Background: an optimization exercise with open tools, aiming at small area, a short achievable clock period and few clock cycles. Do not read the settings as production practice.
The RTL of this run was laid out without a check of its function.
Power is estimated from default activity; no workload was simulated.

## constraint.sdc

```tcl
create_clock -name core_clock -period 7.5 [get_ports {CK}]
set_input_delay 1.5000 -clock core_clock [delete_from_list [all_inputs] [get_ports {CK}]]
set_output_delay 1.5000 -clock core_clock [all_outputs]
set_load 0.01 [all_outputs]
```

## design.v

```verilog
module and4(in1, in2, out);
	input [3:0] in1, in2;
	output[3:0] out;
	and a1(out[0], in1[0], in2[0]);
	and a2(out[1], in1[1], in2[1]);
	and a3(out[2], in1[2], in2[2]);
	and a4(out[3], in1[3], in2[3]);
endmodule
module and16(in1, in2, out);
	input [15:0] in1, in2;
	output[15:0] out;
	and4 a11(.in1(in1[3:0]), .in2(in2[3:0]), .out(out[3:0]));
	and4 a12(.in1(in1[7:4]), .in2(in2[7:4]), .out(out[7:4]));
	and4 a13(.in1(in1[11:8]), .in2(in2[11:8]), .out(out[11:8]));
	and4 a14(.in1(in1[15:12]), .in2(in2[15:12]), .out(out[15:12]));
endmodule
module or4(in1, in2, out);
	input [3:0] in1, in2;
	output[3:0] out;
	or a1(out[0], in1[0], in2[0]);
	or a2(out[1], in1[1], in2[1]);
	or a3(out[2], in1[2], in2[2]);
	or a4(out[3], in1[3], in2[3]);
endmodule
module or16(in1, in2, out);
	input [15:0] in1, in2;
	output[15:0] out;
	or4 a11(.in1(in1[3:0]), .in2(in2[3:0]), .out(out[3:0]));
	or4 a12(.in1(in1[7:4]), .in2(in2[7:4]), .out(out[7:4]));
	or4 a13(.in1(in1[11:8]), .in2(in2[11:8]), .out(out[11:8]));
	or4 a14(.in1(in1[15:12]), .in2(in2[15:12]), .out(out[15:12]));
endmodule
module complent(in, go, CK, reset, out, busy, fin);
	input  [15:0] in;
	input  go;
	input  CK, reset;
	output reg [15:0] out;
	output reg busy;
	output reg fin;
	reg [15:0] m;
	reg [15:0] o, mm, c;
	always@(posedge CK) begin
		if(reset) begin
			busy <= 1'b0;
			fin  <= 1'b0;
		end
		else begin
			fin <= 1'b0;
			if(busy == 1'b0) begin
				if(go) begin
					o  = 16'hffff ^ in;
					mm = 16'h0001;
					c  = o & mm;
					o  = o ^ mm;
					mm = c << 1;
					out  <= o;
					m    <= mm;
					busy <= 1'b1;
				end
			end
			else if(m == 16'h0000) begin
				busy <= 1'b0;
				fin  <= 1'b1;
			end
			else begin
				out <= out ^ m;
				m   <= (out & m) << 1;
			end
		end
	end
endmodule
module adder(in1, in2, go, CK, reset, out, busy, fin);
	input [15:0] in1, in2;
	input go;
	input CK, reset;
	output reg [15:0] out;
	output reg busy;
	output reg fin;
	reg [15:0] cc;
	reg [15:0] o, c, m;
	always@(posedge CK) begin
		if(reset) begin
			busy <= 1'b0;
			fin  <= 1'b0;
		end
		else begin
			fin <= 1'b0;
			if(busy == 1'b0) begin
				if(go) begin
					o = in1 ^ in2;
					c = in1 & in2;
					c = c << 1;
					if(c == 16'h0000) begin
						busy <= 1'b0;
						fin  <= 1'b1;
					end
					else begin
						m = o & c;
						o = o ^ c;
						c = m << 1;
						busy <= 1'b1;
					end
					out <= o;
					cc  <= c;
				end
			end
			else if(cc == 16'h0000) begin
				busy <= 1'b0;
				fin  <= 1'b1;
			end
			else begin
				out <= out ^ cc;
				cc  <= (out & cc) << 1;
			end
		end
	end
endmodule
module muler(in1, in2, go, CK, reset, out, busy, fin);
	input		[15:0] in1, in2;
	input		go;
	input  		CK, reset;
	output reg	[15:0] out;
	output reg  busy;
	output reg  fin;
	reg[15:0] m1, m2;
	reg[15:0] a1, a2, o;
	always @(posedge CK) begin
		if(reset) begin
			busy <= 1'b0;
			fin  <= 1'b0;
		end
		else begin
			fin <= 1'b0;
			if(busy == 1'b0 && go == 1'b0) begin
			end
			else begin
				if(busy == 1'b0) begin
					a1 = in1;
					a2 = in2;
					o  = 16'h0000;
				end
				else begin
					a1 = m1;
					a2 = m2;
					o  = out;
				end
				if(a2[0] == 1'b1)
					o = o + a1;
				a1 = a1 << 1;
				a2 = a2 >> 1;
				m1  <= a1;
				m2  <= a2;
				out <= o;
				if(a2 == 16'h0000) begin
					busy <= 1'b0;
					fin  <= 1'b1;
				end
				else
					busy <= 1'b1;
			end
		end
	end
endmodule
module diver(in1, in2, go, CK, reset, reminder, quotient, busy, fin);
	input [15:0] in1, in2;
	input go;
	input CK, reset;
	output reg [15:0] reminder, quotient;
	output reg busy;
	output reg fin;
	reg [31:0] m1, m2;
	reg [15:0] divisor;
	reg [4:0]  cnt;
	reg [31:0] t1, t2;
	reg [15:0] d;
	reg [4:0]  n;
	always @(posedge CK) begin
		if(reset) begin
			busy <= 1'b0;
			fin  <= 1'b0;
		end
		else begin
			fin <= 1'b0;
			if(busy == 1'b0 && go == 1'b0) begin
			end
			else begin
				if(busy == 1'b0) begin
					t1 = {16'h0000, in1};
					t2 = {in2, 16'h0000};
					d  = in2;
					n  = 5'b00000;
				end
				else begin
					t1 = m1;
					t2 = m2;
					d  = divisor;
					n  = cnt;
				end
				if(n < 5'b10001) begin
					if(t1[31:16] >= d)
						t1 = t1 - t2 + 1'b1;
					t1 = t1 << 1;
					n  = n + 1'b1;
					busy <= 1'b1;
				end
				else begin
					busy <= 1'b0;
					fin  <= 1'b1;
				end
				if(n == 5'b10000) begin
					if(t1[31:16] >= d)
						t1 = t1 - t2 + 1'b1;
					reminder <= t1[31:16];
					quotient <= t1[15:0];
				end
				m1      <= t1;
				m2      <= t2;
				divisor <= d;
				cnt     <= n;
			end
		end
	end
endmodule
module mux3to8(in, in1, in2, in3, in4, in5, in6, in7, select, out);
	input [15:0] in, in1, in2, in3, in4, in5, in6, in7;
	input [2:0]  select;
	output reg [15:0] out;
	always @(*) begin
		case(select)
			3'b000:out = in;
			3'b001:out = in1;
			3'b010:out = in2;
			3'b011:out = in3;
			3'b100:out = in4;
			3'b101:out = in5;
			3'b110:out = in6;
			3'b111:out = in7;
		endcase
	end
endmodule
module alu16(CK, reset, start, instruction, inputR1, inputR2, outputR, busy, done);
	input [15:0] inputR1, inputR2;
	input [2:0] instruction;
	input CK, reset, start;
	output[15:0] outputR;
	output busy;
	output done;
	reg  [2:0]  op;
	reg  [15:0] out5, out6;
	reg         finL;
	wire [3:0]  busyL;
	wire [3:0]  finU;
	wire        go;
	wire  [15:0] out, out1, out2, out3, out4, and_o, or_o;
	assign go = start & ~busy;
	adder add(
		.in1(inputR1),
		.in2(inputR2),
		.go(go & (instruction == 3'b000)),
		.CK(CK),
		.reset(reset),
		.out(out),
		.busy(busyL[0]),
		.fin(finU[0])
	);
	complent com(
		.in(inputR1),
		.go(go & (instruction == 3'b001)),
		.CK(CK),
		.reset(reset),
		.out(out1),
		.busy(busyL[1]),
		.fin(finU[1])
	);
	muler mul(
		.in1(inputR1),
		.in2(inputR2),
		.go(go & (instruction == 3'b010)),
		.CK(CK),
		.reset(reset),
		.out(out2),
		.busy(busyL[2]),
		.fin(finU[2])
	);
	diver div(
		.in1(inputR1),
		.in2(inputR2),
		.go(go & ((instruction == 3'b011) | (instruction == 3'b100))),
		.CK(CK),
		.reset(reset),
		.reminder(out3),
		.quotient(out4),
		.busy(busyL[3]),
		.fin(finU[3])
	);
	and16 and1(inputR1, inputR2, and_o);
	or16 or1(inputR1, inputR2, or_o);
	mux3to8 outp(
		.in(out),
		.in1(out1),
		.in2(out2),
		.in3(out3),
		.in4(out4),
		.in5(out5),
		.in6(out6),
		.in7(16'h0000),
		.select(op),
		.out(outputR)
	);
	always @(posedge CK) begin
		if(reset) begin
			finL <= 1'b0;
		end
		else begin
			finL <= go & ((instruction == 3'b101) | (instruction == 3'b110) | (instruction == 3'b111));
			if(go) begin
				op   <= instruction;
				out5 <= and_o;
				out6 <= or_o;
			end
		end
	end
	assign busy = busyL[0] | busyL[1] | busyL[2] | busyL[3];
	assign done = finL | finU[0] | finU[1] | finU[2] | finU[3];
endmodule
```

## config.mk

```make
export PLATFORM = sky130hd
export DESIGN_NAME = alu16
export DESIGN_NICKNAME = alu16
export VERILOG_FILES = /design/flow/design.v
export SDC_FILE = /design/flow/constraint.sdc
export NUM_CORES = 4
export LEC_CHECK = 0
export CAP_MARGIN = 20
export CORE_MARGIN = 2
export CORE_UTILIZATION = 40
export SLEW_MARGIN = 20
```

## run.sh

```bash
#!/bin/bash
# synth_recipe.tcl (not shown) runs the flow's synth.tcl, then flattens the netlist and writes it again
# the make line also repeats each setting of config.mk as NAME=value (left out here)
make -C /OpenROAD-flow-scripts/flow DESIGN_CONFIG=/design/flow/config.mk WORK_HOME=/design/flow/orfs CLKGATE_MAP_FILE= SYNTH_SCRIPT=/design/flow/synth_recipe.tcl finish
```

==> run notes <==
layer usage:
layer | global-route usage (%) | up-vias | share of wire (%)
met5 | 0 | - | 0
met4 | 9.70 | 0 | 3.8
met3 | 2.62 | 86 | 5.5
met2 | 38.6 | 458 | 46
met1 | 32.8 | 7270 | 45
li1 | - | 7360 | -
worst paths after layout:
check / start / depth (start not counted) / to
max: inputR2[7] / 27 / div.reminder[4]
min: mul.out[14] / 2 / mul.out[14]
max reg2reg: div.busy / 25 / div.reminder[4]
min reg2reg: mul.out[14] / 2 / mul.out[14]
per-stage QoR:
step	hold WS (ns)	total power [mW]	util [%]	setup TNS [ns]
global placement	0.541	2.99	46.7	-5.64
floorplan	0.522	2.50	-	0
finish	0.566	4.72	49.3	0
global route	0.581	4.92	49.3	-0.0234
CTS	0.559	4.73	49.2	0
detailed placement	0.545	3.01	46.7	-8.37
final cells by class:
| class | count | share of cell area [%] |
|---|---|---|
| multi-input cells | 1388 | 44.3 |
| flip-flops and latches | 269 | 34.7 |
| repair buffers | 281 | 10.1 |
| clock buffers | 48 | 4.10 |
| well taps | 607 | 3.30 |
| inverters | 164 | 2.68 |
| clock inverters | 14 | 0.875 |
cell usage in the layout, fill, tap and decap left out, types with 41 or more instances in the layout:
| cell | netlist | layout |
|---|---|---|
| edfxtp_1 | 260 | 260 |
| ha_1 | 239 | 239 |
| buf_4 | 1 | 220 |
| nand2_1 | 197 | 197 |
| inv_1 | 164 | 162 |
| o21ai_0 | 151 | 147 |
| a21oi_1 | 144 | 140 |
| nor2_1 | 123 | 121 |
| mux2i_1 | 76 | 75 |
| clkdlybuf4s50_1 | 0 | 55 |
| and2_1 | 50 | 50 |
| a21o_1 | 43 | 43 |
| xnor2_1 | 41 | 41 |
power groups by stage:
stage	clock, mW	sequential [mW]	combinational [mW]
after CTS	1.74	1.75	1.24
after floorplan	0	1.76	0.740
after global routing	1.79	1.75	1.38
after global placement	0	1.78	1.22
final	1.71	1.75	1.25
after detailed placement	0	1.78	1.23
timing repair:
action                                  CTS  global route
hold buffers                              0             0
endpoints found under the setup margin    2            18
gates resized for setup                   1            13
worst reg2reg max path: cells and delay by family (launching register included):
family,cells,cell delay [ns]
AO/OA/AOI/OAI,13,3.01
XOR/XNOR,1,0.15
adder cells (fa/ha/maj),3,0.92
buffers and inverters,3,0.58
flip-flops,1,0.82
multiplexers,1,0.29
AND/OR/NAND/NOR,4,0.69
logic make-up (layout without fill, tap and decap cells):
kind of cell	after synthesis	count (layout)	share of synthesized area (%)
compound gates	461	461	14.7
xor+xnor	73	73	3.36
fa+ha+maj	242	242	16.0
buf+inv	238	507	4.79
flops	269	269	42.0
mux	112	112	6.96
other cells	2	2	0.0395
simple gates	498	498	12.1
sequential cells by signal, summed over array words and instances, names as in the netlist, 3 cells and up, named ones only:
register / flops
mul.m1: 15
add.cc: 15
com.out: 16
mul.m2: 15
div.m2: 32
mul.out: 15
div.divisor: 16
out6: 16
div.m1: 32
com.m: 15
div.reminder: 16
div.cnt: 5
add.out: 16
div.quotient: 16
op: 3
out5: 16
==> flow_summary_export.csv <==
group,metric,value,unit
critical_path,max_stage_delay,0.57,ns
floorplanning,coreArea,0.0468,mm^2
place,pre_cts_slack,-0.554,ns
floorplanning,die_w,222,um
logic_synthesis,syn-num-nets,2175,
grt,antenna_found_initial,0,
layout,drive_gt1_share,15.9,%
timing,fin_crit_sh,96.6,%
power_and_ir_drop,pwr-share-clk,36.3,%
outcome,status,"complete, no violations",
clock_tree,clock_latency,0.56,ns
layout,regArea,0.00799,mm^2
logic_synthesis,synthCells,1895,
power_and_ir_drop,power_frac_comb,26.6,%
job,drv_cap,0,
critical_path,cp_max_fo,12,
timing,drv_slew,0,
layout,area_growth,21.0,%
place,dp.cells,2709,
logic_synthesis,synth_top_area_share,41.0,%
logic_synthesis,syn_area,0.0190,mm^2
floorplanning,initial_core_util,40.7,%
critical_path,crit_buf_inv,4,
clock_tree,htree_levels,2,
power_and_ir_drop,p_sw_share,29.7,%
logic_synthesis,synth-main-ff-cell,"edfxtp_1",
logic_synthesis,async_flop_share,0,%
layout,design_area,0.0230,mm^2
detailed_routing,drt-initial-drc-count,1205,
logic_synthesis,synth-edff-count,260,
critical_path,worst_setup_path_end_kind,"flip-flop",
clock_tree,cts.sinks,269,
layout,final_cells,2771,
layout,fin_nets,2418,
grt,grt_pass1_wl,89900,um
grt,grt_pass1_vias,14890,
detailed_routing,dr.pass1.iters,5,
timing,finClkSkew,0.0288,ns
power_and_ir_drop,power.density,205,mW/mm^2
grt,track_usage,23.9,%
worst_hold_path,hp-class,"flip-flop to flip-flop",
critical_path,crit_top_cell,"ha_1",
timing,hold_viol_final,0,
critical_path,crit_arrival,7.54,ns
clock_tree,cts_buffers,34,
logic_synthesis,yosys-top-cells-area,"edfxtp_1, ha_1, mux2i_1",
grt,grt.overflow.total,0,
clock_tree,tritoncts,"built",
detailed_routing,drc,0,
grt,grt_max_degree,61,
timing,finalCriticalPeriod,7.24,ns
logic_synthesis,synth.distinct_cells,78,
logic_synthesis,synth-seq-area-share,42.0,%
logic_synthesis,yosys-top-cells-count,"edfxtp_1, ha_1, nand2_1",
timing,fin_ws,0.257,ns
detailed_routing,drt-total-wl,59000,um
power_and_ir_drop,ir_worst_vdd,135,uV
place,place_hpwl,46500,um
power_and_ir_drop,power_leakage,9.92,nW
floorplanning,die_h,222,um
clock_tree,clockBufferDepth,3,
logic_synthesis,yosys_warnings,6,
floorplanning,die-area,0.0493,mm^2
place,gp_congestion,0.955,
clock_tree,clk_pin_slew_worst_paths,0.06,ns
detailed_routing,vias,15174,
detailed_routing,ant_nets,0,
place,io_buffer_count,55,
floorplanning,ioPinCount,56,
power_and_ir_drop,p_int,3.31,mW
logic_synthesis,synth_top_area_cell,"edfxtp_1",
logic_synthesis,synth_most_common_cell,"edfxtp_1",
logic_synthesis,yosys_register_bits,269,
critical_path,r2r_slack,0.81,ns
timing,fmax,138,MHz
detailed_routing,drt-vias-per-instance,5.48,
clock_tree,cts_setup_buffers,0,
layout,multiInputGateArea,0.0102,mm^2
timing,maxSlewHeadroom,26.5,%
floorplanning,row_count,79,
critical_path,crit_path_start_kind,"primary input",
layout,antennaDiodeCount,0,
critical_path,worstPathRequired,7.80,ns
critical_path,crit_slowest_cell,"clkdlybuf4s50_1",
logic_synthesis,avgSynthCellArea,10.0,um^2
power_and_ir_drop,seqPwrFrac,37.1,%
timing,setup_viol,0,
critical_path,crit_family,"compound AO/OA/AOI/OAI gates",
clock_tree,cts-root-buf,"clkbuf_16",
layout,n_fill_cell,4347,
detailed_routing,wl_per_cell,21.3,um
timing,tightest_slew,1.09,ns
critical_path,path_class,"primary input to flip-flop",
power_and_ir_drop,p_sw,1.40,mW
place,placed_area,0.0218,mm^2

==> afterwards: timing with drivers on the ports <==
In the flow no input, the clock included, has a driving cell. The finished layout below was timed again as built, in two steps. Step 1 sets driving cells, clkbuf_16 on the clock port and buf_2 on the other inputs (assumed; they add their load-dependent delay and slew). Step 2 adds t to the input delays and takes it off the output delays; t is the mean of the earliest and latest rising clock arrival at the registers after step 1. Input paths then give back, and output paths get back, about the clock's delay inside the block. Slacks: ideal / step 1 / step 2; pairs: ideal / step 1.
shift t [ns]: 0.611
setup WS [ns]: 0.257 / 0.287 / -0.324
worst setup path after step 2: input to register
clock arrival spread, ns: 0.029 / 0.029
worst slew at a driven data input, ns: 0.07
Met with ideal ports but missed after step 2: setup timing in this run. The setup slack of this run moves by +0.030 ns with the drivers and by -0.581 ns with both steps.
